From an optimization exercise on the open Yosys and OpenROAD flow, aimed at small area and a short achievable clock period; shortcuts taken in it are not production practice. No functional check of the RTL was part of any run shown here.

==> flow/design.v (outline; a module is shown in full before it is edited, if it fits) <==
// module fixed: 16 lines
// module fir: 828 lines
// module add_ks_20: 145 lines
// module add_rip_13: 9 lines
// module add_rip_14: 9 lines
// module add_o16: 72 lines
// module add_f11: 42 lines
module fir (
input [15:0] signal,
input clk,
output [15:0] out,
output [15:0] f1,
output [31:0] f2,f3,f4,
output [15:0] fo1
);
  // ...
==> flow/flow/run.sh <==
#!/bin/bash
# The standard layout (the standard.sh); the ports are buffered by flow/ports.tcl
# instead of by ORFS's own buffer_ports call, and clock tree synthesis gets its
# arguments from CTS_ARGS.
bash standard.sh DONT_BUFFER_PORTS=1 POST_GLOBAL_PLACE_TCL="$PWD/flow/ports.tcl" \
  CTS_ARGS="-sink_clustering_enable -repair_clock_nets -sink_clustering_size 40 -sink_clustering_max_diameter 60 -dont_use_dummy_load" finish > standard.log 2>&1
==> flow/flow/ports.tcl <==
# Port buffering, run right after global placement in place of ORFS's own
# buffer_ports: every input but the clock gets a buf_4, every output a buf_1.
buffer_ports -inputs -buffer_cell sky130_fd_sc_hd__buf_4
buffer_ports -outputs -buffer_cell sky130_fd_sc_hd__buf_1
==> flow/standard.sh <==
#!/bin/bash
# synth_recipe.tcl (not shown) runs the flow's synth.tcl, then flattens the netlist and writes it again
# the make line also repeats each setting of config.mk as NAME=value (left out here)
make -C /OpenROAD-flow-scripts/flow DESIGN_CONFIG=/design/flow/config.mk WORK_HOME=/design/flow/orfs CLKGATE_MAP_FILE= SYNTH_SCRIPT=/design/flow/synth_recipe.tcl "${@:-finish}"
==> flow/config.mk <==
export PLATFORM = sky130hd
export DESIGN_NAME = fir
export DESIGN_NICKNAME = fir
export VERILOG_FILES = /design/flow/design.v
export SDC_FILE = /design/flow/constraint.sdc
export NUM_CORES = 4
export LEC_CHECK = 0
export ABC_AREA = 1
export CAP_MARGIN = 20
export CORE_MARGIN = 2
export CORE_UTILIZATION = 40
export SLEW_MARGIN = 20
export SYNTH_HIERARCHICAL = 1
==> flow/constraint.sdc <==
create_clock -name core_clock -period 30.0 [get_ports {clk}]
set_input_delay 6.0000 -clock core_clock [delete_from_list [all_inputs] [get_ports {clk}]]
set_output_delay 6.0000 -clock core_clock [all_outputs]
set_load 0.01 [all_outputs]
==> metrics.log, run 1 <==
INFO  metric postSynthRegisterBits = 330
INFO  metric insertion_delay = approximately 570 ps
INFO  metric place.detailed.hpwl = 41.22 mm
INFO  metric outcome = complete, no violations
INFO  metric slowest_stage = sky130_fd_sc_hd__xor2_1
INFO  metric cts_tree = yes
INFO  metric setup.worst_path.start_class = flop
INFO  metric crit_path_start = sgn
INFO  metric cp_data_required_time = 24000 ps
INFO  metric synth_fa_ha_area_frac = 0.3744
INFO  metric n_multi_input_combinational_cell = 1446
INFO  metric yosys.cell_types.count = between 40 and 50
INFO  metric total_standard_cell_area_after_synthesis = about 21000 sq um
INFO  metric postLayoutSetupSlackWorst = around 20000 ps
INFO  metric hold_path_end = v15[0]
INFO  metric path_buf_inv = 2
INFO  metric finished_cell_area = 23250 sq um
INFO  metric dominantRegCellSynth = sky130_fd_sc_hd__dfxtp_1
INFO  metric timing.hold.worst.class = flop to flop
INFO  metric max_slew_headroom = 0.3314
INFO  metric number_of_buffers_other_than_clock_buffers_in_the_final_layout = between 150 and 200
INFO  metric gr-usage-met2 = 0.3118
INFO  metric synthMuxAreaShare = 0
INFO  metric cts_htree_levels = 1
INFO  metric worst_setup_path_end_kind = output pin
==> module add_o16, before the edit <==
module add_o16(input [15:0] a, input [8:0] bn, input ci, output [15:0] s);
wire [15:0] b = {{7{bn[8]}}, bn};
wire [15:0] p = a ^ b;
wire [15:0] g0 = a & b;
wire [15:0] g = {g0[15:1], g0[0] | (p[0] & ci)};
wire G1 = g[1] | (p[1] & g[0]);
wire P1 = p[1] & p[0];
wire G2 = g[3] | (p[3] & g[2]);
wire P2 = p[3] & p[2];
wire G3 = g[5] | (p[5] & g[4]);
wire P3 = p[5] & p[4];
wire G4 = g[7] | (p[7] & g[6]);
wire P4 = p[7] & p[6];
wire G5 = g[9] | (p[9] & g[8]);
wire P5 = p[9] & p[8];
wire G6 = g[11] | (p[11] & g[10]);
wire P6 = p[11] & p[10];
wire G7 = g[13] | (p[13] & g[12]);
wire P7 = p[13] & p[12];
wire G8 = g[15] | (p[15] & g[14]);
wire P8 = p[15] & p[14];
wire G9 = g[2] | (p[2] & G1);
wire P9 = p[2] & P1;
wire G10 = G2 | (P2 & G1);
wire P10 = P2 & P1;
wire G11 = g[6] | (p[6] & G3);
wire P11 = p[6] & P3;
wire G12 = G4 | (P4 & G3);
wire P12 = P4 & P3;
wire G13 = g[10] | (p[10] & G5);
wire P13 = p[10] & P5;
wire G14 = G6 | (P6 & G5);
wire P14 = P6 & P5;
wire G15 = g[14] | (p[14] & G7);
wire P15 = p[14] & P7;
wire G16 = G8 | (P8 & G7);
wire P16 = P8 & P7;
wire G17 = g[4] | (p[4] & G10);
wire P17 = p[4] & P10;
wire G18 = G3 | (P3 & G10);
wire P18 = P3 & P10;
wire G19 = G11 | (P11 & G10);
wire P19 = P11 & P10;
wire G20 = G12 | (P12 & G10);
wire P20 = P12 & P10;
wire G21 = g[12] | (p[12] & G14);
wire P21 = p[12] & P14;
wire G22 = G7 | (P7 & G14);
wire P22 = P7 & P14;
wire G23 = G15 | (P15 & G14);
wire P23 = P15 & P14;
wire G24 = G16 | (P16 & G14);
wire P24 = P16 & P14;
wire G25 = g[8] | (p[8] & G20);
wire P25 = p[8] & P20;
wire G26 = G5 | (P5 & G20);
wire P26 = P5 & P20;
wire G27 = G13 | (P13 & G20);
wire P27 = P13 & P20;
wire G28 = G14 | (P14 & G20);
wire P28 = P14 & P20;
wire G29 = G21 | (P21 & G20);
wire P29 = P21 & P20;
wire G30 = G22 | (P22 & G20);
wire P30 = P22 & P20;
wire G31 = G23 | (P23 & G20);
wire P31 = P23 & P20;
wire G32 = G24 | (P24 & G20);
wire P32 = P24 & P20;
wire [16:0] c = {G32, G31, G30, G29, G28, G27, G26, G25, G20, G19, G18, G17, G10, G9, G1, g[0], ci};
assign s = p ^ c[15:0];
endmodule
==> module add_f11, before the edit <==
module add_f11(input [10:0] a, input [8:0] bn, input ci, output [10:0] s);
wire [10:0] b = {{2{bn[8]}}, bn};
wire [10:0] p = a ^ b;
wire [10:0] g0 = a & b;
wire [10:0] g = {g0[10:1], g0[0] | (p[0] & ci)};
wire G1 = g[1] | (p[1] & g[0]);
wire P1 = p[1] & p[0];
wire G2 = g[3] | (p[3] & g[2]);
wire P2 = p[3] & p[2];
wire G3 = g[5] | (p[5] & g[4]);
wire P3 = p[5] & p[4];
wire G4 = g[7] | (p[7] & g[6]);
wire P4 = p[7] & p[6];
wire G5 = g[9] | (p[9] & g[8]);
wire P5 = p[9] & p[8];
wire G6 = g[2] | (p[2] & G1);
wire P6 = p[2] & P1;
wire G7 = G2 | (P2 & G1);
wire P7 = P2 & P1;
wire G8 = g[6] | (p[6] & G3);
wire P8 = p[6] & P3;
wire G9 = G4 | (P4 & G3);
wire P9 = P4 & P3;
wire G10 = g[10] | (p[10] & G5);
wire P10 = p[10] & P5;
wire G11 = g[4] | (p[4] & G7);
wire P11 = p[4] & P7;
wire G12 = G3 | (P3 & G7);
wire P12 = P3 & P7;
wire G13 = G8 | (P8 & G7);
wire P13 = P8 & P7;
wire G14 = G9 | (P9 & G7);
wire P14 = P9 & P7;
wire G15 = g[8] | (p[8] & G14);
wire P15 = p[8] & P14;
wire G16 = G5 | (P5 & G14);
wire P16 = P5 & P14;
wire G17 = G10 | (P10 & G14);
wire P17 = P10 & P14;
wire [11:0] c = {G17, G16, G15, G14, G13, G12, G11, G7, G6, G1, g[0], ci};
assign s = p ^ c[10:0];
endmodule
==> run 2, diff against run 1 <==
--- a/flow/design.v
+++ b/flow/design.v
@@ -102,118 +102,31 @@
 wire xq__P30 = xq__P22 & xq__P20;
 wire xq__G31 = xq__G23 | (xq__P23 & xq__G20);
 wire xq__P31 = xq__P23 & xq__P20;
 wire xq__G32 = xq__G24 | (xq__P24 & xq__G20);
 wire xq__P32 = xq__P24 & xq__P20;
 wire [16:0] xq__c = {xq__G32, xq__G31, xq__G30, xq__G29, xq__G28, xq__G27, xq__G26, xq__G25, xq__G20, xq__G19, xq__G18, xq__G17, xq__G10, xq__G9, xq__G1, xq__g[0], (sign)};
 assign xq = xq__p ^ xq__c[15:0];
 wire signed [15:0] xin = {sign, xq[14:0]};
-wire signed [19:0] nin_a = {1'b0, mg, 3'b0};
-wire signed [19:0] nin_b = {4'b0, mg};
+wire signed [19:0] nc_x = {1'b0, mg, 3'b0} ^ sx;
+wire signed [19:0] nc_y = {4'b0, mg} ^ sx;
+wire signed [19:0] nc_z = {18'b0, ~sign, 1'b0};
+wire signed [19:0] nc_s = nc_x ^ nc_y ^ nc_z;
+wire [19:0] nc_m = (nc_x & nc_y) | (nc_x & nc_z) | (nc_y & nc_z);
+wire signed [19:0] nin_a = nc_s;
+wire signed [19:0] nin_b = {nc_m[18:0], 1'b0};
 wire signed [19:0] nin;
 add_ks_20 i_nin (.a(nin_a), .b(nin_b), .ci(1'b0), .s(nin));
 reg signed [15:0] x;
-reg [19:0] nx;                
-reg sgn;                      
-reg cf;                       
+reg signed [19:0] n;           
 always @(posedge clk) begin
   x <= xin;
-  nx <= nin ^ {20{~sign}};
-  sgn <= ~sign;
-  cf <= ~sign & ~|fv[10:0];
+  n <= nin;
 end
-wire signed [19:0] n_a = nx;
-wire signed [19:0] n_b = 20'sd0;
-wire signed [19:0] n;
-wire [19:0] n__p = n_a ^ n_b;
-wire [19:0] n__g0 = n_a & n_b;
-wire [19:0] n__g = {n__g0[19:1], n__g0[0] | (n__p[0] & (sgn))};
-wire n__G1 = n__g[1] | (n__p[1] & n__g[0]);
-wire n__P1 = n__p[1] & n__p[0];
-wire n__G2 = n__g[3] | (n__p[3] & n__g[2]);
-wire n__P2 = n__p[3] & n__p[2];
-wire n__G3 = n__g[5] | (n__p[5] & n__g[4]);
-wire n__P3 = n__p[5] & n__p[4];
-wire n__G4 = n__g[7] | (n__p[7] & n__g[6]);
-wire n__P4 = n__p[7] & n__p[6];
-wire n__G5 = n__g[9] | (n__p[9] & n__g[8]);
-wire n__P5 = n__p[9] & n__p[8];
-wire n__G6 = n__g[11] | (n__p[11] & n__g[10]);
-wire n__P6 = n__p[11] & n__p[10];
-wire n__G7 = n__g[13] | (n__p[13] & n__g[12]);
-wire n__P7 = n__p[13] & n__p[12];
-wire n__G8 = n__g[15] | (n__p[15] & n__g[14]);
-wire n__P8 = n__p[15] & n__p[14];
-wire n__G9 = n__g[17] | (n__p[17] & n__g[16]);
-wire n__P9 = n__p[17] & n__p[16];
-wire n__G10 = n__g[19] | (n__p[19] & n__g[18]);
-wire n__P10 = n__p[19] & n__p[18];
-wire n__G11 = n__g[2] | (n__p[2] & n__G1);
-wire n__P11 = n__p[2] & n__P1;
-wire n__G12 = n__G2 | (n__P2 & n__G1);
-wire n__P12 = n__P2 & n__P1;
-wire n__G13 = n__g[6] | (n__p[6] & n__G3);
-wire n__P13 = n__p[6] & n__P3;
-wire n__G14 = n__G4 | (n__P4 & n__G3);
-wire n__P14 = n__P4 & n__P3;
-wire n__G15 = n__g[10] | (n__p[10] & n__G5);
-wire n__P15 = n__p[10] & n__P5;
-wire n__G16 = n__G6 | (n__P6 & n__G5);
-wire n__P16 = n__P6 & n__P5;
-wire n__G17 = n__g[14] | (n__p[14] & n__G7);
-wire n__P17 = n__p[14] & n__P7;
-wire n__G18 = n__G8 | (n__P8 & n__G7);
-wire n__P18 = n__P8 & n__P7;
-wire n__G19 = n__g[18] | (n__p[18] & n__G9);
-wire n__P19 = n__p[18] & n__P9;
-wire n__G20 = n__G10 | (n__P10 & n__G9);
-wire n__P20 = n__P10 & n__P9;
-wire n__G21 = n__g[4] | (n__p[4] & n__G12);
-wire n__P21 = n__p[4] & n__P12;
-wire n__G22 = n__G3 | (n__P3 & n__G12);
-wire n__P22 = n__P3 & n__P12;
-wire n__G23 = n__G13 | (n__P13 & n__G12);
-wire n__P23 = n__P13 & n__P12;
-wire n__G24 = n__G14 | (n__P14 & n__G12);
-wire n__P24 = n__P14 & n__P12;
-wire n__G25 = n__g[12] | (n__p[12] & n__G16);
-wire n__P25 = n__p[12] & n__P16;
-wire n__G26 = n__G7 | (n__P7 & n__G16);
-wire n__P26 = n__P7 & n__P16;
-wire n__G27 = n__G17 | (n__P17 & n__G16);
-wire n__P27 = n__P17 & n__P16;
-wire n__G28 = n__G18 | (n__P18 & n__G16);
-wire n__P28 = n__P18 & n__P16;
-wire n__G29 = n__g[8] | (n__p[8] & n__G24);
-wire n__P29 = n__p[8] & n__P24;
-wire n__G30 = n__G5 | (n__P5 & n__G24);
-wire n__P30 = n__P5 & n__P24;
-wire n__G31 = n__G15 | (n__P15 & n__G24);
-wire n__P31 = n__P15 & n__P24;
-wire n__G32 = n__G16 | (n__P16 & n__G24);
-wire n__P32 = n__P16 & n__P24;
-wire n__G33 = n__G25 | (n__P25 & n__G24);
-wire n__P33 = n__P25 & n__P24;
-wire n__G34 = n__G26 | (n__P26 & n__G24);
-wire n__P34 = n__P26 & n__P24;
-wire n__G35 = n__G27 | (n__P27 & n__G24);
-wire n__P35 = n__P27 & n__P24;
-wire n__G36 = n__G28 | (n__P28 & n__G24);
-wire n__P36 = n__P28 & n__P24;
-wire n__G37 = n__g[16] | (n__p[16] & n__G36);
-wire n__P37 = n__p[16] & n__P36;
-wire n__G38 = n__G9 | (n__P9 & n__G36);
-wire n__P38 = n__P9 & n__P36;
-wire n__G39 = n__G19 | (n__P19 & n__G36);
-wire n__P39 = n__P19 & n__P36;
-wire n__G40 = n__G20 | (n__P20 & n__G36);
-wire n__P40 = n__P20 & n__P36;
-wire [20:0] n__c = {n__G40, n__G39, n__G38, n__G37, n__G36, n__G35, n__G34, n__G33, n__G32, n__G31, n__G30, n__G29, n__G24, n__G23, n__G22, n__G21, n__G12, n__G11, n__G1, n__g[0], (sgn)};
-assign n = n__p ^ n__c[19:0];
 wire signed [18:0] m5_a = n;
 wire signed [18:0] m5_b = x <<< 2;
 wire signed [18:0] m5;
 wire [18:0] m5__p = m5_a ^ m5_b;
 wire [18:0] m5__g0 = m5_a & m5_b;
 wire [18:0] m5__g = {m5__g0[18:1], m5__g0[0] | (m5__p[0] & (1'b0))};
 wire m5__G1 = m5__g[1] | (m5__p[1] & m5__g[0]);
 wire m5__P1 = m5__p[1] & m5__p[0];
@@ -824,21 +737,21 @@
   v7 <= v7_n;
   v6 <= v6_n;
   v5 <= v5_n;
   v4 <= v4_n;
   v3 <= v3_n;
   u <= u_n;
   s1 <= s1_n;
 end
-wire signed [8:0] t0 = nx[19:11];    
+wire signed [8:0] t0 = n[19:11];
 wire [15:0] out_n;
-add_o16 i_out (.a(s1), .bn(t0), .ci(cf), .s(out_n));
+add_o16 i_out (.a(s1), .bn(t0), .ci(1'b0), .s(out_n));
 wire [10:0] fo1_s;
-add_f11 i_fo1 (.a({u[9], u}), .bn(t0), .ci(cf), .s(fo1_s));
+add_f11 i_fo1 (.a({u[9], u}), .bn(t0), .ci(1'b0), .s(fo1_s));
 wire [15:0] fo1_n = {{5{fo1_s[10]}}, fo1_s};
 assign out = out_n;
 assign fo1 = fo1_n;
 assign f1 = x;
 assign f2 = {{12{n[19]}}, n};
 assign f3 = {{12{m11d[19]}}, m11d};
 assign f4 = {{12{r4[19]}}, r4};
 endmodule
@@ -1007,115 +920,173 @@
 endmodule
 module add_o16(input [15:0] a, input [8:0] bn, input ci, output [15:0] s);
 wire [15:0] b = {{7{bn[8]}}, bn};
 wire [15:0] p = a ^ b;
 wire [15:0] g0 = a & b;
 wire [15:0] g = {g0[15:1], g0[0] | (p[0] & ci)};
 wire G1 = g[1] | (p[1] & g[0]);
 wire P1 = p[1] & p[0];
-wire G2 = g[3] | (p[3] & g[2]);
-wire P2 = p[3] & p[2];
-wire G3 = g[5] | (p[5] & g[4]);
-wire P3 = p[5] & p[4];
-wire G4 = g[7] | (p[7] & g[6]);
-wire P4 = p[7] & p[6];
-wire G5 = g[9] | (p[9] & g[8]);
-wire P5 = p[9] & p[8];
-wire G6 = g[11] | (p[11] & g[10]);
-wire P6 = p[11] & p[10];
-wire G7 = g[13] | (p[13] & g[12]);
-wire P7 = p[13] & p[12];
-wire G8 = g[15] | (p[15] & g[14]);
-wire P8 = p[15] & p[14];
-wire G9 = g[2] | (p[2] & G1);
-wire P9 = p[2] & P1;
-wire G10 = G2 | (P2 & G1);
-wire P10 = P2 & P1;
-wire G11 = g[6] | (p[6] & G3);
-wire P11 = p[6] & P3;
-wire G12 = G4 | (P4 & G3);
-wire P12 = P4 & P3;
-wire G13 = g[10] | (p[10] & G5);
-wire P13 = p[10] & P5;
-wire G14 = G6 | (P6 & G5);
-wire P14 = P6 & P5;
-wire G15 = g[14] | (p[14] & G7);
-wire P15 = p[14] & P7;
-wire G16 = G8 | (P8 & G7);
-wire P16 = P8 & P7;
-wire G17 = g[4] | (p[4] & G10);
-wire P17 = p[4] & P10;
-wire G18 = G3 | (P3 & G10);
-wire P18 = P3 & P10;
-wire G19 = G11 | (P11 & G10);
-wire P19 = P11 & P10;
-wire G20 = G12 | (P12 & G10);
-wire P20 = P12 & P10;
-wire G21 = g[12] | (p[12] & G14);
-wire P21 = p[12] & P14;
-wire G22 = G7 | (P7 & G14);
-wire P22 = P7 & P14;
-wire G23 = G15 | (P15 & G14);
-wire P23 = P15 & P14;
-wire G24 = G16 | (P16 & G14);
-wire P24 = P16 & P14;
-wire G25 = g[8] | (p[8] & G20);
-wire P25 = p[8] & P20;
-wire G26 = G5 | (P5 & G20);
-wire P26 = P5 & P20;
-wire G27 = G13 | (P13 & G20);
-wire P27 = P13 & P20;
-wire G28 = G14 | (P14 & G20);
-wire P28 = P14 & P20;
-wire G29 = G21 | (P21 & G20);
-wire P29 = P21 & P20;
-wire G30 = G22 | (P22 & G20);
-wire P30 = P22 & P20;
-wire G31 = G23 | (P23 & G20);
-wire P31 = P23 & P20;
-wire G32 = G24 | (P24 & G20);
-wire P32 = P24 & P20;
-wire [16:0] c = {G32, G31, G30, G29, G28, G27, G26, G25, G20, G19, G18, G17, G10, G9, G1, g[0], ci};
+wire G2 = g[2] | (p[2] & g[1]);
+wire P2 = p[2] & p[1];
+wire G3 = g[3] | (p[3] & g[2]);
+wire P3 = p[3] & p[2];
+wire G4 = g[4] | (p[4] & g[3]);
+wire P4 = p[4] & p[3];
+wire G5 = g[5] | (p[5] & g[4]);
+wire P5 = p[5] & p[4];
+wire G6 = g[6] | (p[6] & g[5]);
+wire P6 = p[6] & p[5];
+wire G7 = g[7] | (p[7] & g[6]);
+wire P7 = p[7] & p[6];
+wire G8 = g[8] | (p[8] & g[7]);
+wire P8 = p[8] & p[7];
+wire G9 = g[9] | (p[9] & g[8]);
+wire P9 = p[9] & p[8];
+wire G10 = g[10] | (p[10] & g[9]);
+wire P10 = p[10] & p[9];
+wire G11 = g[11] | (p[11] & g[10]);
+wire P11 = p[11] & p[10];
+wire G12 = g[12] | (p[12] & g[11]);
+wire P12 = p[12] & p[11];
+wire G13 = g[13] | (p[13] & g[12]);
+wire P13 = p[13] & p[12];
+wire G14 = g[14] | (p[14] & g[13]);
+wire P14 = p[14] & p[13];
+wire G15 = g[15] | (p[15] & g[14]);
+wire P15 = p[15] & p[14];
+wire G16 = G2 | (P2 & g[0]);
+wire P16 = P2 & p[0];
+wire G17 = G3 | (P3 & G1);
+wire P17 = P3 & P1;
+wire G18 = G4 | (P4 & G2);
+wire P18 = P4 & P2;
+wire G19 = G5 | (P5 & G3);
+wire P19 = P5 & P3;
+wire G20 = G6 | (P6 & G4);
+wire P20 = P6 & P4;
+wire G21 = G7 | (P7 & G5);
+wire P21 = P7 & P5;
+wire G22 = G8 | (P8 & G6);
+wire P22 = P8 & P6;
+wire G23 = G9 | (P9 & G7);
+wire P23 = P9 & P7;
+wire G24 = G10 | (P10 & G8);
+wire P24 = P10 & P8;
+wire G25 = G11 | (P11 & G9);
+wire P25 = P11 & P9;
+wire G26 = G12 | (P12 & G10);
+wire P26 = P12 & P10;
+wire G27 = G13 | (P13 & G11);
+wire P27 = P13 & P11;
+wire G28 = G14 | (P14 & G12);
+wire P28 = P14 & P12;
+wire G29 = G15 | (P15 & G13);
+wire P29 = P15 & P13;
+wire G30 = G18 | (P18 & g[0]);
+wire P30 = P18 & p[0];
+wire G31 = G19 | (P19 & G1);
+wire P31 = P19 & P1;
+wire G32 = G20 | (P20 & G16);
+wire P32 = P20 & P16;
+wire G33 = G21 | (P21 & G17);
+wire P33 = P21 & P17;
+wire G34 = G22 | (P22 & G18);
+wire P34 = P22 & P18;
+wire G35 = G23 | (P23 & G19);
+wire P35 = P23 & P19;
+wire G36 = G24 | (P24 & G20);
+wire P36 = P24 & P20;
+wire G37 = G25 | (P25 & G21);
+wire P37 = P25 & P21;
+wire G38 = G26 | (P26 & G22);
+wire P38 = P26 & P22;
+wire G39 = G27 | (P27 & G23);
+wire P39 = P27 & P23;
+wire G40 = G28 | (P28 & G24);
+wire P40 = P28 & P24;
+wire G41 = G29 | (P29 & G25);
+wire P41 = P29 & P25;
+wire G42 = G34 | (P34 & g[0]);
+wire P42 = P34 & p[0];
+wire G43 = G35 | (P35 & G1);
+wire P43 = P35 & P1;
+wire G44 = G36 | (P36 & G16);
+wire P44 = P36 & P16;
+wire G45 = G37 | (P37 & G17);
+wire P45 = P37 & P17;
+wire G46 = G38 | (P38 & G30);
+wire P46 = P38 & P30;
+wire G47 = G39 | (P39 & G31);
+wire P47 = P39 & P31;
+wire G48 = G40 | (P40 & G32);
+wire P48 = P40 & P32;
+wire G49 = G41 | (P41 & G33);
+wire P49 = P41 & P33;
+wire [16:0] c = {G49, G48, G47, G46, G45, G44, G43, G42, G33, G32, G31, G30, G17, G16, G1, g[0], ci};
 assign s = p ^ c[15:0];
 endmodule
 module add_f11(input [10:0] a, input [8:0] bn, input ci, output [10:0] s);
 wire [10:0] b = {{2{bn[8]}}, bn};
 wire [10:0] p = a ^ b;
 wire [10:0] g0 = a & b;
 wire [10:0] g = {g0[10:1], g0[0] | (p[0] & ci)};
 wire G1 = g[1] | (p[1] & g[0]);
 wire P1 = p[1] & p[0];
-wire G2 = g[3] | (p[3] & g[2]);
-wire P2 = p[3] & p[2];
-wire G3 = g[5] | (p[5] & g[4]);
-wire P3 = p[5] & p[4];
-wire G4 = g[7] | (p[7] & g[6]);
-wire P4 = p[7] & p[6];
-wire G5 = g[9] | (p[9] & g[8]);
-wire P5 = p[9] & p[8];
-wire G6 = g[2] | (p[2] & G1);
-wire P6 = p[2] & P1;
-wire G7 = G2 | (P2 & G1);
-wire P7 = P2 & P1;
-wire G8 = g[6] | (p[6] & G3);
-wire P8 = p[6] & P3;
-wire G9 = G4 | (P4 & G3);
-wire P9 = P4 & P3;
-wire G10 = g[10] | (p[10] & G5);
-wire P10 = p[10] & P5;
-wire G11 = g[4] | (p[4] & G7);
-wire P11 = p[4] & P7;
-wire G12 = G3 | (P3 & G7);
-wire P12 = P3 & P7;
-wire G13 = G8 | (P8 & G7);
-wire P13 = P8 & P7;
-wire G14 = G9 | (P9 & G7);
-wire P14 = P9 & P7;
-wire G15 = g[8] | (p[8] & G14);
-wire P15 = p[8] & P14;
-wire G16 = G5 | (P5 & G14);
-wire P16 = P5 & P14;
-wire G17 = G10 | (P10 & G14);
-wire P17 = P10 & P14;
-wire [11:0] c = {G17, G16, G15, G14, G13, G12, G11, G7, G6, G1, g[0], ci};
+wire G2 = g[2] | (p[2] & g[1]);
+wire P2 = p[2] & p[1];
+wire G3 = g[3] | (p[3] & g[2]);
+wire P3 = p[3] & p[2];
+wire G4 = g[4] | (p[4] & g[3]);
+wire P4 = p[4] & p[3];
+wire G5 = g[5] | (p[5] & g[4]);
+wire P5 = p[5] & p[4];
+wire G6 = g[6] | (p[6] & g[5]);
+wire P6 = p[6] & p[5];
+wire G7 = g[7] | (p[7] & g[6]);
+wire P7 = p[7] & p[6];
+wire G8 = g[8] | (p[8] & g[7]);
+wire P8 = p[8] & p[7];
+wire G9 = g[9] | (p[9] & g[8]);
+wire P9 = p[9] & p[8];
+wire G10 = g[10] | (p[10] & g[9]);
+wire P10 = p[10] & p[9];
+wire G11 = G2 | (P2 & g[0]);
+wire P11 = P2 & p[0];
+wire G12 = G3 | (P3 & G1);
+wire P12 = P3 & P1;
+wire G13 = G4 | (P4 & G2);
+wire P13 = P4 & P2;
+wire G14 = G5 | (P5 & G3);
+wire P14 = P5 & P3;
+wire G15 = G6 | (P6 & G4);
+wire P15 = P6 & P4;
+wire G16 = G7 | (P7 & G5);
+wire P16 = P7 & P5;
+wire G17 = G8 | (P8 & G6);
+wire P17 = P8 & P6;
+wire G18 = G9 | (P9 & G7);
+wire P18 = P9 & P7;
+wire G19 = G10 | (P10 & G8);
+wire P19 = P10 & P8;
+wire G20 = G13 | (P13 & g[0]);
+wire P20 = P13 & p[0];
+wire G21 = G14 | (P14 & G1);
+wire P21 = P14 & P1;
+wire G22 = G15 | (P15 & G11);
+wire P22 = P15 & P11;
+wire G23 = G16 | (P16 & G12);
+wire P23 = P16 & P12;
+wire G24 = G17 | (P17 & G13);
+wire P24 = P17 & P13;
+wire G25 = G18 | (P18 & G14);
+wire P25 = P18 & P14;
+wire G26 = G19 | (P19 & G15);
+wire P26 = P19 & P15;
+wire G27 = G24 | (P24 & g[0]);
+wire P27 = P24 & p[0];
+wire G28 = G25 | (P25 & G1);
+wire P28 = P25 & P1;
+wire G29 = G26 | (P26 & G11);
+wire P29 = P26 & P11;
+wire [11:0] c = {G29, G28, G27, G23, G22, G21, G20, G12, G11, G1, g[0], ci};
 assign s = p ^ c[10:0];
 endmodule
==> flow/flow/run.sh (replaced) <==
#!/bin/bash
# The standard layout (the standard.sh); flow/ports.tcl runs after global
# placement (port buffers, flip-flop drive), and clock tree synthesis gets its
# arguments from CTS_ARGS.
bash standard.sh DONT_BUFFER_PORTS=1 POST_GLOBAL_PLACE_TCL="$PWD/flow/ports.tcl" \
  CTS_ARGS="-sink_clustering_enable -repair_clock_nets -sink_clustering_size 40 -sink_clustering_max_diameter 60 -dont_use_dummy_load" finish > standard.log 2>&1
==> flow/flow/ports.tcl (replaced) <==
# Run right after global placement.
# Port buffering in place of ORFS's own buffer_ports: every input but the clock
# gets a buf_4, every output a buf_1.
buffer_ports -inputs -buffer_cell sky130_fd_sc_hd__buf_4
buffer_ports -outputs -buffer_cell sky130_fd_sc_hd__buf_1
# Stronger flip-flops (same cell, drive 4) for the registers that start the
# paths to the outputs, whose Q pins carry the largest loads.
foreach inst [get_cells *] {
  if {[regexp {^(n|s1|u)\[[0-9]+\]\$_DFF_P_$} [get_full_name $inst]] && [get_property $inst ref_name] eq "sky130_fd_sc_hd__dfxtp_1"} {
    replace_cell $inst sky130_fd_sc_hd__dfxtp_4
  }
}
==> run 2 against run 1 <==
Compared with the run above: worst setup slack better by 640 ps; wire length grew 1.7%; critical endpoint is now v6[15]; register-to-register slack lost 40 ps; clock skew up 26 ps; first-iteration DRC count down 14%; sequential share of layout area grew 0.18 points; core utilization fell by 0.12 points.
==> metrics.log, run 2 <==
INFO  metric cts_setup_buffers = 0 (unchanged)
INFO  metric place.detailed.hpwl = 41.20 mm (was 41.22 mm)
INFO  metric setup.worst_path.start_class = flop (unchanged)
INFO  metric number_of_buffers_created_by_cts = 28 (was 25)
INFO  metric synth_top_area_frac = 0.3045 (was 0.3080)
INFO  metric multi_input_area = 13100 sq um (was 12980 sq um)
INFO  metric yosys.cell_count.top_type = sky130_fd_sc_hd__nand2_1 (unchanged)
INFO  metric fill_cells = 5119 (was 5032)
INFO  metric total_of_max_cap_violations = 0 (unchanged)
INFO  metric outcome = complete, no violations (unchanged)
INFO  metric largest_area_contributor_in_the_netlist = sky130_fd_sc_hd__dfxtp_1 (unchanged)
INFO  metric total_standard_cell_area_after_synthesis = 21560 sq um (was 21450 sq um)
INFO  metric placed_cells_incl_taps = 3015 (was 3019)
INFO  metric wl_per_cell = 16.28 um (was 16.01 um)
INFO  metric post-route-drc-count = 0 (unchanged)
INFO  metric finalWirelength = 49.55 mm (was 48.74 mm)
INFO  metric critical-path-max-stage-delay = 480 ps (was 620 ps)
INFO  metric cts_repair_resize_count = 0 (unchanged)
INFO  metric synth.cells.most_frequent = sky130_fd_sc_hd__nand2_1, sky130_fd_sc_hd__inv_1, sky130_fd_sc_hd__dfxtp_1 (unchanged)
INFO  metric async_s_r_ff_share_synth = 0 (unchanged)
INFO  metric postSynthRegisterBits = 328 (was 330)
INFO  metric final.period_utilization = 0.2985 (was 0.3200)
INFO  metric finish.net_count = 2843 (was 2844)
INFO  metric path_buf_inv = 4 (was 2)
INFO  metric worst-slew-pin-transition = 613.6 ps (was 992.4 ps)
INFO  metric layout_commonest_cell = sky130_fd_sc_hd__nand2_1 (unchanged)
INFO  metric place.port_buffers = 159 (unchanged)
INFO  metric cts.clk_slew.worst_paths = 100 ps (was 80 ps)
INFO  metric path_delay_family = adder cells (was simple AND/OR/NAND/NOR gates)
INFO  metric min_path_cells = 0 (unchanged)
INFO  metric timing.final.crit_period = 8956 ps (was 9600 ps)
INFO  metric reg2reg_slack = 21040 ps (was 21080 ps)
INFO  metric ff2ff_path_depth = 32 (was 29)
INFO  metric drt_first_iter_violations = 661 (was 765)
INFO  metric synth-edff-count = 0 (unchanged)
INFO  metric regArea = 6738 sq um (was 6608 sq um)
INFO  metric die_area = 55780 sq um (was 55500 sq um)
INFO  metric largestRegisters = m45d (21), m11d (20), n (20) (was m45d (21), m11d (20), nx (20))
INFO  metric setup_total_negative_slack = 0 ps (unchanged)
INFO  metric grt_usage = 0.1851 (was 0.1825)
INFO  metric x_dimension_of_the_die = 236.2 um (was 235.6 um)
INFO  metric timing.critical_path.fanout_max = 6 (unchanged)
INFO  metric first_pass_grt_wire_length = 81.56 mm (was 80.30 mm)
INFO  metric arrival = 9460 ps (was 3600 ps)
INFO  metric largest_reg_flops = 21 (unchanged)
INFO  metric via_count = 14434 (was 14204)
INFO  metric report.final.slew_viol_count = 0 (unchanged)
INFO  metric insertion_delay = 600 ps (was 570 ps)
INFO  metric die_h = 236.2 um (was 235.6 um)
INFO  metric ctsLongestPathBuffers = 3 (unchanged)
INFO  metric worst_setup_path_end_kind = flop (was output pin)
INFO  metric synthCells = 2208 (was 2218)
INFO  metric timing.hold.worst.class = flop to flop (unchanged)
INFO  metric yosys.cell_types.count = 51 (was 49)
INFO  metric initial_core_util = 0.4023 (was 0.4066)
INFO  metric number_of_antenna_violations_at_the_first_check_in_global_routing = 0 (was 1)
INFO  metric placement_rows = 85 (was 84)
INFO  metric clock-root-buffer = sky130_fd_sc_hd__clkbuf_16 (unchanged)
INFO  metric core_area = 53600 sq um (was 52760 sq um)
INFO  metric layout_area_overhead = 9.243% (was 8.382%)
INFO  metric synth_top_cells_by_area = sky130_fd_sc_hd__dfxtp_1, sky130_fd_sc_hd__fa_1, sky130_fd_sc_hd__ha_1 (unchanged)
INFO  metric worstSetupPathType = flop to flop (was flop to output pin)
INFO  metric instances_no_fill = 3044 (unchanged)
INFO  metric iteration_count_of_the_initial_detailed_routing_pass = 5 (unchanged)
INFO  metric top_register = m45d (unchanged)
INFO  metric hold_path_end = v15[5] (was v15[0])
INFO  metric r2r-start = m11d[0] (unchanged)
INFO  metric grt_remaining_overflow = 0 (unchanged)
INFO  metric worstReg2RegEnd = v6[15] (was v7[15])
INFO  metric cts_htree_levels = 1 (unchanged)
INFO  metric max_slew_headroom = 0.5866 (was 0.3314)
INFO  metric first_global_vias = 15273 (was 15039)
INFO  metric share_of_synthesized_area_occupied_by_flip_flops_and_latches = 0.3045 (was 0.3080)
INFO  metric critical_path.most_common_cell = sky130_fd_sc_hd__fa_1 (was sky130_fd_sc_hd__nor2_1)
INFO  metric unrepaired_setup_endpoints_after_global_routing = false (unchanged)
INFO  metric numClockSinks = 328 (was 330)
INFO  metric layout-drive-gt1-share = 0.07371 (was 0.04202)
INFO  metric final_hold_violations = 0 (unchanged)
INFO  metric slowest_stage = sky130_fd_sc_hd__dfxtp_1 (was sky130_fd_sc_hd__xor2_1)
INFO  metric drtAntennaViolNets = 0 (unchanged)
INFO  metric cts_hold_repair.buffers = 0 (unchanged)
INFO  metric cp_data_required_time = 30500 ps (was 24000 ps)
INFO  metric clock_skew = 95.14 ps (was 69.29 ps)
INFO  metric grt_start_max_net_pins = 29 (was 39)
INFO  metric route.detailed.vias_per_inst = 4.742 (was 4.666)
INFO  metric layout.cells.most_common_list = sky130_fd_sc_hd__nand2_1, sky130_fd_sc_hd__inv_1, sky130_fd_sc_hd__fa_1, sky130_fd_sc_hd__dfxtp_1, sky130_fd_sc_hd__ha_1 (was sky130_fd_sc_hd__nand2_1, sky130_fd_sc_hd__inv_1, sky130_fd_sc_hd__dfxtp_1, sky130_fd_sc_hd__fa_1, sky130_fd_sc_hd__ha_1)
INFO  metric max_freq = 111.7 MHz (was 104.2 MHz)
INFO  metric cts_tree = yes (unchanged)
INFO  metric dominantRegCellSynth = sky130_fd_sc_hd__dfxtp_1 (unchanged)
INFO  metric pin_count = 161 (unchanged)
INFO  metric syn-mean-instance-area = 9.766 sq um (was 9.671 sq um)
INFO  metric ys_warn_count = 7 (unchanged)
INFO  metric setup_viol_count_final = 0 (unchanged)
INFO  metric hold_path_startpoint = ndh[6] (was ndh[1])
[run 2: logic make-up after synthesis]
group,count (synthesis),share of synthesized area
xor+xnor,100,0.04062
buf+inv,438,0.08878
compound gates,136,0.03644
other cells,1,0.0001739
simple gates,728,0.1545
flops,328,0.3045
fa+ha+maj,477,0.3750
[run 2: layout make-up]
cell class / instances / share of cell area
antenna: 1 / 0.0001062
timing repair buffer: 168 / 0.03075
clock buffer: 28 / 0.02974
inverter: 376 / 0.06023
sequential: 328 / 0.2860
multi-input combinational: 1447 / 0.5562
tap: 696 / 0.03697
[run 2: routing by layer]
layer | global-route usage | up-vias | routed length [um]
li1 | - | 7063 | -
met1 | 0.2529 | 6999 | 22920
met2 | 0.3062 | 286 | 23110
met3 | 0.02411 | 86 | 1905
met5 | 0 | - | 0
met4 | 0.05792 | 0 | 1609
[run 2: Yosys stat by module, one instance, submodules excluded]
module | flip-flops and latches | times used | cell area [sq um] | cells
fir | 328 | 1 | 17930 | 1611
add_ks_20 | 0 | 1 | 1154 | 223
add_o16 | 0 | 1 | 945.9 | 180
add_f11 | 0 | 1 | 599.3 | 114
add_rip_14 | 0 | 2 | 316.6 | 27
add_rip_13 | 0 | 1 | 296.5 | 26
[run 2: worst max path at each step]
stage / start / end / slack (ps) / depth (start not counted)
floorplan: signal[13] / n[13] / 21320 / 23
global placement: m11d[0] / v6[15] / 20940 / 32
detailed placement: signal[11] / n[18] / 20720 / 23
CTS: m11d[0] / v6[15] / 20980 / 32
global route: m11d[0] / v6[15] / 20570 / 32
finish: m11d[0] / v6[15] / 21040 / 32
[run 2: stage by stage]
stage	util	setup slack, ps	hold WS, ps	instance area (sq um)
floorplan	-	21320	354.6	21580
global placement	0.4109	20940	382.2	22030
detailed placement	0.4264	20720	382.8	22850
CTS	0.4394	20980	350.7	23550
global route	0.4394	20570	344.3	23550
finish	0.4395	21040	344.1	23560
==> run 3, diff against run 2 <==
--- a/flow/design.v
+++ b/flow/design.v
@@ -927,99 +927,71 @@
 wire P1 = p[1] & p[0];
-wire G2 = g[2] | (p[2] & g[1]);
-wire P2 = p[2] & p[1];
-wire G3 = g[3] | (p[3] & g[2]);
-wire P3 = p[3] & p[2];
-wire G4 = g[4] | (p[4] & g[3]);
-wire P4 = p[4] & p[3];
-wire G5 = g[5] | (p[5] & g[4]);
-wire P5 = p[5] & p[4];
-wire G6 = g[6] | (p[6] & g[5]);
-wire P6 = p[6] & p[5];
-wire G7 = g[7] | (p[7] & g[6]);
-wire P7 = p[7] & p[6];
-wire G8 = g[8] | (p[8] & g[7]);
-wire P8 = p[8] & p[7];
-wire G9 = g[9] | (p[9] & g[8]);
-wire P9 = p[9] & p[8];
-wire G10 = g[10] | (p[10] & g[9]);
-wire P10 = p[10] & p[9];
-wire G11 = g[11] | (p[11] & g[10]);
-wire P11 = p[11] & p[10];
-wire G12 = g[12] | (p[12] & g[11]);
-wire P12 = p[12] & p[11];
-wire G13 = g[13] | (p[13] & g[12]);
-wire P13 = p[13] & p[12];
-wire G14 = g[14] | (p[14] & g[13]);
-wire P14 = p[14] & p[13];
-wire G15 = g[15] | (p[15] & g[14]);
-wire P15 = p[15] & p[14];
-wire G16 = G2 | (P2 & g[0]);
-wire P16 = P2 & p[0];
-wire G17 = G3 | (P3 & G1);
-wire P17 = P3 & P1;
-wire G18 = G4 | (P4 & G2);
-wire P18 = P4 & P2;
-wire G19 = G5 | (P5 & G3);
-wire P19 = P5 & P3;
-wire G20 = G6 | (P6 & G4);
-wire P20 = P6 & P4;
-wire G21 = G7 | (P7 & G5);
-wire P21 = P7 & P5;
-wire G22 = G8 | (P8 & G6);
-wire P22 = P8 & P6;
-wire G23 = G9 | (P9 & G7);
-wire P23 = P9 & P7;
-wire G24 = G10 | (P10 & G8);
-wire P24 = P10 & P8;
-wire G25 = G11 | (P11 & G9);
-wire P25 = P11 & P9;
-wire G26 = G12 | (P12 & G10);
-wire P26 = P12 & P10;
-wire G27 = G13 | (P13 & G11);
-wire P27 = P13 & P11;
-wire G28 = G14 | (P14 & G12);
-wire P28 = P14 & P12;
-wire G29 = G15 | (P15 & G13);
-wire P29 = P15 & P13;
-wire G30 = G18 | (P18 & g[0]);
-wire P30 = P18 & p[0];
-wire G31 = G19 | (P19 & G1);
-wire P31 = P19 & P1;
-wire G32 = G20 | (P20 & G16);
-wire P32 = P20 & P16;
-wire G33 = G21 | (P21 & G17);
-wire P33 = P21 & P17;
-wire G34 = G22 | (P22 & G18);
-wire P34 = P22 & P18;
-wire G35 = G23 | (P23 & G19);
-wire P35 = P23 & P19;
-wire G36 = G24 | (P24 & G20);
-wire P36 = P24 & P20;
-wire G37 = G25 | (P25 & G21);
-wire P37 = P25 & P21;
-wire G38 = G26 | (P26 & G22);
-wire P38 = P26 & P22;
-wire G39 = G27 | (P27 & G23);
-wire P39 = P27 & P23;
-wire G40 = G28 | (P28 & G24);
-wire P40 = P28 & P24;
-wire G41 = G29 | (P29 & G25);
-wire P41 = P29 & P25;
-wire G42 = G34 | (P34 & g[0]);
-wire P42 = P34 & p[0];
-wire G43 = G35 | (P35 & G1);
-wire P43 = P35 & P1;
-wire G44 = G36 | (P36 & G16);
-wire P44 = P36 & P16;
-wire G45 = G37 | (P37 & G17);
-wire P45 = P37 & P17;
-wire G46 = G38 | (P38 & G30);
-wire P46 = P38 & P30;
-wire G47 = G39 | (P39 & G31);
-wire P47 = P39 & P31;
-wire G48 = G40 | (P40 & G32);
-wire P48 = P40 & P32;
-wire G49 = G41 | (P41 & G33);
-wire P49 = P41 & P33;
-wire [16:0] c = {G49, G48, G47, G46, G45, G44, G43, G42, G33, G32, G31, G30, G17, G16, G1, g[0], ci};
+wire G2 = g[3] | (p[3] & g[2]);
+wire P2 = p[3] & p[2];
+wire G3 = g[5] | (p[5] & g[4]);
+wire P3 = p[5] & p[4];
+wire G4 = g[7] | (p[7] & g[6]);
+wire P4 = p[7] & p[6];
+wire G5 = g[9] | (p[9] & g[8]);
+wire P5 = p[9] & p[8];
+wire G6 = g[11] | (p[11] & g[10]);
+wire P6 = p[11] & p[10];
+wire G7 = g[13] | (p[13] & g[12]);
+wire P7 = p[13] & p[12];
+wire G8 = g[15] | (p[15] & g[14]);
+wire P8 = p[15] & p[14];
+wire G9 = g[2] | (p[2] & g[1]);
+wire P9 = p[2] & p[1];
+wire G10 = G9 | (P9 & g[0]);
+wire P10 = P9 & p[0];
+wire G11 = G2 | (P2 & G1);
+wire P11 = P2 & P1;
+wire G12 = g[6] | (p[6] & G3);
+wire P12 = p[6] & P3;
+wire G13 = G4 | (P4 & G3);
+wire P13 = P4 & P3;
+wire G14 = g[10] | (p[10] & G5);
+wire P14 = p[10] & P5;
+wire G15 = G6 | (P6 & G5);
+wire P15 = P6 & P5;
+wire G16 = g[14] | (p[14] & G7);
+wire P16 = p[14] & P7;
+wire G17 = G8 | (P8 & G7);
+wire P17 = P8 & P7;
+wire G18 = g[4] | (p[4] & g[3]);
+wire P18 = p[4] & p[3];
+wire G19 = G18 | (P18 & G10);
+wire P19 = P18 & P10;
+wire G20 = G3 | (P3 & G11);
+wire P20 = P3 & P11;
+wire G21 = G12 | (P12 & G11);
+wire P21 = P12 & P11;
+wire G22 = G13 | (P13 & G11);
+wire P22 = P13 & P11;
+wire G23 = g[12] | (p[12] & G15);
+wire P23 = p[12] & P15;
+wire G24 = G7 | (P7 & G15);
+wire P24 = P7 & P15;
+wire G25 = G16 | (P16 & G15);
+wire P25 = P16 & P15;
+wire G26 = G17 | (P17 & G15);
+wire P26 = P17 & P15;
+wire G27 = g[8] | (p[8] & g[7]);
+wire P27 = p[8] & p[7];
+wire G28 = G27 | (P27 & G21);
+wire P28 = P27 & P21;
+wire G29 = G5 | (P5 & G22);
+wire P29 = P5 & P22;
+wire G30 = G14 | (P14 & G22);
+wire P30 = P14 & P22;
+wire G31 = G15 | (P15 & G22);
+wire P31 = P15 & P22;
+wire G32 = G23 | (P23 & G22);
+wire P32 = P23 & P22;
+wire G33 = G24 | (P24 & G22);
+wire P33 = P24 & P22;
+wire G34 = G25 | (P25 & G22);
+wire P34 = P25 & P22;
+wire G35 = G26 | (P26 & G22);
+wire P35 = P26 & P22;
+wire [16:0] c = {G35, G34, G33, G32, G31, G30, G29, G28, G22, G21, G20, G19, G11, G10, G1, g[0], ci};
 assign s = p ^ c[15:0];
@@ -1033,59 +1005,41 @@
 wire P1 = p[1] & p[0];
-wire G2 = g[2] | (p[2] & g[1]);
-wire P2 = p[2] & p[1];
-wire G3 = g[3] | (p[3] & g[2]);
-wire P3 = p[3] & p[2];
-wire G4 = g[4] | (p[4] & g[3]);
-wire P4 = p[4] & p[3];
-wire G5 = g[5] | (p[5] & g[4]);
-wire P5 = p[5] & p[4];
-wire G6 = g[6] | (p[6] & g[5]);
-wire P6 = p[6] & p[5];
-wire G7 = g[7] | (p[7] & g[6]);
-wire P7 = p[7] & p[6];
-wire G8 = g[8] | (p[8] & g[7]);
-wire P8 = p[8] & p[7];
-wire G9 = g[9] | (p[9] & g[8]);
-wire P9 = p[9] & p[8];
-wire G10 = g[10] | (p[10] & g[9]);
-wire P10 = p[10] & p[9];
-wire G11 = G2 | (P2 & g[0]);
-wire P11 = P2 & p[0];
-wire G12 = G3 | (P3 & G1);
-wire P12 = P3 & P1;
-wire G13 = G4 | (P4 & G2);
-wire P13 = P4 & P2;
-wire G14 = G5 | (P5 & G3);
-wire P14 = P5 & P3;
-wire G15 = G6 | (P6 & G4);
-wire P15 = P6 & P4;
-wire G16 = G7 | (P7 & G5);
-wire P16 = P7 & P5;
-wire G17 = G8 | (P8 & G6);
-wire P17 = P8 & P6;
-wire G18 = G9 | (P9 & G7);
-wire P18 = P9 & P7;
-wire G19 = G10 | (P10 & G8);
-wire P19 = P10 & P8;
-wire G20 = G13 | (P13 & g[0]);
-wire P20 = P13 & p[0];
-wire G21 = G14 | (P14 & G1);
-wire P21 = P14 & P1;
-wire G22 = G15 | (P15 & G11);
-wire P22 = P15 & P11;
-wire G23 = G16 | (P16 & G12);
-wire P23 = P16 & P12;
-wire G24 = G17 | (P17 & G13);
-wire P24 = P17 & P13;
-wire G25 = G18 | (P18 & G14);
-wire P25 = P18 & P14;
-wire G26 = G19 | (P19 & G15);
-wire P26 = P19 & P15;
-wire G27 = G24 | (P24 & g[0]);
-wire P27 = P24 & p[0];
-wire G28 = G25 | (P25 & G1);
-wire P28 = P25 & P1;
-wire G29 = G26 | (P26 & G11);
-wire P29 = P26 & P11;
-wire [11:0] c = {G29, G28, G27, G23, G22, G21, G20, G12, G11, G1, g[0], ci};
+wire G2 = g[3] | (p[3] & g[2]);
+wire P2 = p[3] & p[2];
+wire G3 = g[5] | (p[5] & g[4]);
+wire P3 = p[5] & p[4];
+wire G4 = g[7] | (p[7] & g[6]);
+wire P4 = p[7] & p[6];
+wire G5 = g[9] | (p[9] & g[8]);
+wire P5 = p[9] & p[8];
+wire G6 = g[2] | (p[2] & g[1]);
+wire P6 = p[2] & p[1];
+wire G7 = G6 | (P6 & g[0]);
+wire P7 = P6 & p[0];
+wire G8 = G2 | (P2 & G1);
+wire P8 = P2 & P1;
+wire G9 = g[6] | (p[6] & G3);
+wire P9 = p[6] & P3;
+wire G10 = G4 | (P4 & G3);
+wire P10 = P4 & P3;
+wire G11 = g[10] | (p[10] & G5);
+wire P11 = p[10] & P5;
+wire G12 = g[4] | (p[4] & g[3]);
+wire P12 = p[4] & p[3];
+wire G13 = G12 | (P12 & G7);
+wire P13 = P12 & P7;
+wire G14 = G3 | (P3 & G8);
+wire P14 = P3 & P8;
+wire G15 = G9 | (P9 & G8);
+wire P15 = P9 & P8;
+wire G16 = G10 | (P10 & G8);
+wire P16 = P10 & P8;
+wire G17 = g[8] | (p[8] & g[7]);
+wire P17 = p[8] & p[7];
+wire G18 = G17 | (P17 & G15);
+wire P18 = P17 & P15;
+wire G19 = G5 | (P5 & G16);
+wire P19 = P5 & P16;
+wire G20 = G11 | (P11 & G16);
+wire P20 = P11 & P16;
+wire [11:0] c = {G20, G19, G18, G16, G15, G14, G13, G8, G7, G1, g[0], ci};
 assign s = p ^ c[10:0];
==> run 3 against run 2 <==
Compared with the run above: sequential cell count unchanged; core utilization is 0.25 points higher; hold slack improved by 8.6 ps.
==> metrics.log, run 3 <==
INFO  metric placed_cells_incl_taps = 2922 (was 3015)
INFO  metric synth-edff-count = 0 (unchanged)
INFO  metric cts_setup_buffers = 0 (unchanged)
INFO  metric x_dimension_of_the_die = 234.5 um (was 236.2 um)
INFO  metric via_count = 13921 (was 14434)
INFO  metric report.final.slew_viol_count = 0 (unchanged)
INFO  metric timing.critical_path.fanout_max = 6 (unchanged)
INFO  metric post-route-drc-count = 0 (unchanged)
INFO  metric total_of_max_cap_violations = 0 (unchanged)
INFO  metric worst-slew-pin-transition = 988.5 ps (was 613.6 ps)
INFO  metric holdWs = 352.7 ps (was 344.1 ps)
INFO  metric pre_cts_ws = 20630 ps (was 20720 ps)
INFO  metric postSynthRegisterBits = 328 (unchanged)
INFO  metric async_s_r_ff_share_synth = 0 (unchanged)
INFO  metric path_buf_inv = 3 (was 4)
INFO  metric cts_repair_resize_count = 0 (unchanged)
INFO  metric cts_hold_repair.buffers = 0 (unchanged)
INFO  metric reg2reg_slack = 20950 ps (was 21040 ps)
INFO  metric max_freq = 110.5 MHz (was 111.7 MHz)
INFO  metric ctsLongestPathBuffers = 3 (unchanged)
INFO  metric ys_warn_count = 7 (unchanged)
INFO  metric total_standard_cell_area_after_synthesis = 21250 sq um (was 21560 sq um)
INFO  metric placement_rows = 84 (was 85)
INFO  metric instances_no_fill = 2949 (was 3044)
INFO  metric final_hold_violations = 0 (unchanged)
INFO  metric first_global_vias = 14661 (was 15273)
INFO  metric number_of_antenna_violations_at_the_first_check_in_global_routing = 0 (unchanged)
INFO  metric first_pass_grt_wire_length = 79.01 mm (was 81.56 mm)
INFO  metric cts_htree_levels = 1 (unchanged)
INFO  metric min_path_cells = 0 (unchanged)
INFO  metric grt_usage = 0.1849 (was 0.1851)
INFO  metric outcome = complete, no violations (unchanged)
INFO  metric wl_per_cell = 16.36 um (was 16.28 um)
INFO  metric initial_core_util = 0.4044 (was 0.4023)
INFO  metric share_of_synthesized_area_occupied_by_flip_flops_and_latches = 0.3090 (was 0.3045)
INFO  metric numClockSinks = 328 (unchanged)
INFO  metric timing.hold.worst.class = flop to flop (unchanged)
INFO  metric synth.cells.most_frequent = sky130_fd_sc_hd__inv_1, sky130_fd_sc_hd__dfxtp_1, sky130_fd_sc_hd__nand2_1 (was sky130_fd_sc_hd__nand2_1, sky130_fd_sc_hd__inv_1, sky130_fd_sc_hd__dfxtp_1)
INFO  metric synthCells = 2125 (was 2208)
INFO  metric r2r-start = m11d[0] (unchanged)
INFO  metric finalWirelength = 48.23 mm (was 49.55 mm)
INFO  metric setup_viol_count_final = 0 (unchanged)
INFO  metric dominantRegCellSynth = sky130_fd_sc_hd__dfxtp_1 (unchanged)
INFO  metric place.detailed.hpwl = 40.28 mm (was 41.20 mm)
INFO  metric yosys.cell_types.count = 50 (was 51)
INFO  metric fill_cells = 5004 (was 5119)
INFO  metric clock-root-buffer = sky130_fd_sc_hd__clkbuf_16 (unchanged)
INFO  metric setup.worst_path.start_class = flop (unchanged)
INFO  metric max_slew_headroom = 0.3401 (was 0.5866)
INFO  metric setup_total_negative_slack = 0 ps (unchanged)
INFO  metric worstSetupPathType = flop to flop (unchanged)
INFO  metric iteration_count_of_the_initial_detailed_routing_pass = 7 (was 5)
INFO  metric worst_setup_path_end_kind = flop (unchanged)
INFO  metric ff2ff_path_depth = 27 (was 32)
INFO  metric unrepaired_setup_endpoints_after_global_routing = false (unchanged)
INFO  metric route.detailed.vias_per_inst = 4.721 (was 4.742)
INFO  metric layout-drive-gt1-share = 0.08271 (was 0.07371)
INFO  metric top_register = m45d (unchanged)
INFO  metric arrival = 9530 ps (was 9460 ps)
INFO  metric utilization = 0.4420 (was 0.4395)
INFO  metric cts_tree = yes (unchanged)
INFO  metric place.port_buffers = 159 (unchanged)
INFO  metric insertion_delay = 610 ps (was 600 ps)
INFO  metric drtAntennaViolNets = 0 (unchanged)
INFO  metric pin_count = 161 (unchanged)
INFO  metric largest_area_contributor_in_the_netlist = sky130_fd_sc_hd__dfxtp_1 (unchanged)
INFO  metric layout_commonest_cell = sky130_fd_sc_hd__inv_1 (was sky130_fd_sc_hd__nand2_1)
INFO  metric synth_top_area_frac = 0.3090 (was 0.3045)
INFO  metric hold_path_startpoint = ndh[1] (was ndh[6])
INFO  metric finish.net_count = 2757 (was 2843)
INFO  metric core_area = 52550 sq um (was 53600 sq um)
INFO  metric grt_start_max_net_pins = 29 (unchanged)
INFO  metric timing.final.crit_period = 9050 ps (was 8956 ps)
INFO  metric worstReg2RegEnd = v7[15] (was v6[15])
INFO  metric die_h = 234.5 um (was 236.2 um)
INFO  metric critical_path.most_common_cell = sky130_fd_sc_hd__fa_1 (unchanged)
INFO  metric placed_cell_area = 22550 sq um (was 22850 sq um)
INFO  metric cts.clk_slew.worst_paths = 80 ps (was 100 ps)
INFO  metric die_area = 54990 sq um (was 55780 sq um)
INFO  metric layout_area_overhead = 9.297% (was 9.243%)
INFO  metric layout.cells.most_common_list = sky130_fd_sc_hd__inv_1, sky130_fd_sc_hd__nand2_1, sky130_fd_sc_hd__fa_1, sky130_fd_sc_hd__dfxtp_1, sky130_fd_sc_hd__ha_1 (was sky130_fd_sc_hd__nand2_1, sky130_fd_sc_hd__inv_1, sky130_fd_sc_hd__fa_1, sky130_fd_sc_hd__dfxtp_1, sky130_fd_sc_hd__ha_1)
INFO  metric grt_remaining_overflow = 0 (unchanged)
INFO  metric clock_skew = 111.4 ps (was 95.14 ps)
INFO  metric postLayoutSetupSlackWorst = 20950 ps (was 21040 ps)
INFO  metric number_of_buffers_created_by_cts = 27 (was 28)
INFO  metric largestRegisters = m45d (21), m11d (20), n (20) (unchanged)
INFO  metric critical-path-max-stage-delay = 540 ps (was 480 ps)
INFO  metric hold_path_end = v15[0] (was v15[5])
INFO  metric cp_data_required_time = 30480 ps (was 30500 ps)
INFO  metric syn-mean-instance-area = 10.00 sq um (was 9.766 sq um)
INFO  metric yosys.cell_count.top_type = sky130_fd_sc_hd__inv_1 (was sky130_fd_sc_hd__nand2_1)
INFO  metric drt_first_iter_violations = 629 (was 661)
INFO  metric antenna_fix_cells = 0 (was 1)
INFO  metric slowest_stage = sky130_fd_sc_hd__fa_1 (was sky130_fd_sc_hd__dfxtp_1)
INFO  metric finished_cell_area = 23230 sq um (was 23560 sq um)
INFO  metric path_delay_family = adder cells (unchanged)
INFO  metric final.period_utilization = 0.3017 (was 0.2985)
INFO  metric synth_top_cells_by_area = sky130_fd_sc_hd__dfxtp_1, sky130_fd_sc_hd__fa_1, sky130_fd_sc_hd__ha_1 (unchanged)
INFO  metric largest_reg_flops = 21 (unchanged)
-- run 3: cell count changes after synthesis, sizes merged, moves of 3 or more --
cell	before	now
inv	376	343
or2	9	12
nand3	157	151
a21oi	86	94
nand4	20	14
nand2	415	367
nor2	103	100
-- run 3: how the worst max path moves through the flow --
stage	startpoint	depth (start not counted)	slack, ps	endpoint
finish	m11d[0]	27	20950	v7[15]
floorplan	signal[13]	23	21240	n[13]
detailed placement	signal[11]	20	20630	n[19]
global placement	m11d[0]	27	20800	v7[15]
CTS	m11d[0]	27	20840	v7[15]
global route	m11d[0]	26	20420	v8[14]
-- run 3: routing by layer --
| layer | share of wire | wire length, um | vias to the layer above | global-route usage |
|---|---|---|---|---|
| li1 | - | - | 6837 | - |
| met1 | 0.46 | 22400 | 6785 | 0.2535 |
| met2 | 0.48 | 23060 | 239 | 0.3153 |
| met3 | 0.038 | 1820 | 60 | 0.01986 |
| met4 | 0.020 | 951 | 0 | 0.04186 |
| met5 | 0 | 0 | - | 0 |
-- run 3: cell families (layout without fill, tap and decap cells) --
family | count (synthesis) | count (layout) | share of synthesized area
other | 1 | 6 | 0.0001765
XOR/XNOR | 103 | 103 | 0.04245
adder cells (fa/ha/maj) | 477 | 477 | 0.3805
buffers and inverters | 406 | 537 | 0.08272
flip-flops | 328 | 328 | 0.3090
AO/OA/AOI/OAI | 145 | 145 | 0.03904
AND/OR/NAND/NOR | 665 | 665 | 0.1462
-- run 3: worst register-to-register path, stage by stage (launching register included) --
cell,delay [ps]
sky130_fd_sc_hd__dfxtp_1,440
sky130_fd_sc_hd__inv_1,210
sky130_fd_sc_hd__fa_1,540
sky130_fd_sc_hd__ha_1,240
sky130_fd_sc_hd__o311ai_0,400
sky130_fd_sc_hd__nand3_1,130
sky130_fd_sc_hd__a21oi_1,150
sky130_fd_sc_hd__nor2_1,60
sky130_fd_sc_hd__o21bai_1,140
sky130_fd_sc_hd__inv_1,80
sky130_fd_sc_hd__fa_1,480
sky130_fd_sc_hd__inv_1,80
sky130_fd_sc_hd__fa_1,440
sky130_fd_sc_hd__fa_1,400
sky130_fd_sc_hd__fa_1,390
sky130_fd_sc_hd__fa_1,380
sky130_fd_sc_hd__fa_1,400
sky130_fd_sc_hd__fa_1,390
sky130_fd_sc_hd__fa_1,390
sky130_fd_sc_hd__fa_1,400
sky130_fd_sc_hd__fa_1,390
sky130_fd_sc_hd__fa_1,400
sky130_fd_sc_hd__fa_1,390
sky130_fd_sc_hd__fa_1,400
sky130_fd_sc_hd__fa_1,390
sky130_fd_sc_hd__fa_1,380
sky130_fd_sc_hd__fa_1,390
sky130_fd_sc_hd__xnor2_1,130
-- run 3: per-module statistics from Yosys, one instance, submodules excluded --
module / cell area [sq um] / copies in the design / flip-flops and latches / cells
add_f11: 474.2 / 1 / 0 / 75
add_ks_20: 1154 / 1 / 0 / 223
add_o16: 768.2 / 1 / 0 / 136
add_rip_13: 299.0 / 1 / 0 / 27
add_rip_14: 316.6 / 2 / 0 / 27
fir: 17920 / 1 / 328 / 1610
-- run 3: cell type report --
cell class,count,area (sq um),area share
clock buffers,27,675.6,0.02909
inverters,343,1290,0.05554
multi-input cells,1396,12950,0.5574
flip-flops and latches,328,6738,0.2901
well taps,688,860.8,0.03706
repair buffers,167,716.9,0.03087

[what the ideal ports hide]
In the flow no input, the clock included, has a driving cell. The finished layouts below were timed again as built, in two steps.
Step 1 sets driving cells, clkbuf_16 on the clock port and buf_2 on the other inputs (assumed; they add their load-dependent delay and slew).
Step 2 moves the port delays by t, midway between the first and last clock arrival at a register: inputs arrive t later, outputs are due t later. That takes back most of the time a late clock gives input paths.
Three values: no drivers, after step 1, after step 2; two values: the first two.
run | shift t [ns] | slack for setup (ns) | hold WS [ns] | slew at the worst register clock pin (ns)
run 1 | 0.590 | 20.400 / 20.347 / 20.733 | 0.385 / 0.385 / 0.385 | 0.10 / 0.10
run 2 | 0.608 | 21.044 / 21.044 / 20.673 | 0.344 / 0.344 / 0.344 | 0.10 / 0.10
run 3 | 0.606 | 20.950 / 20.950 / 20.584 | 0.353 / 0.353 / 0.353 | 0.10 / 0.10
After both steps every run listed still meets setup and hold. For run 2, which loses most, drivers alone change the setup slack by 0.000 ns; drivers and shift together by -0.371 ns.
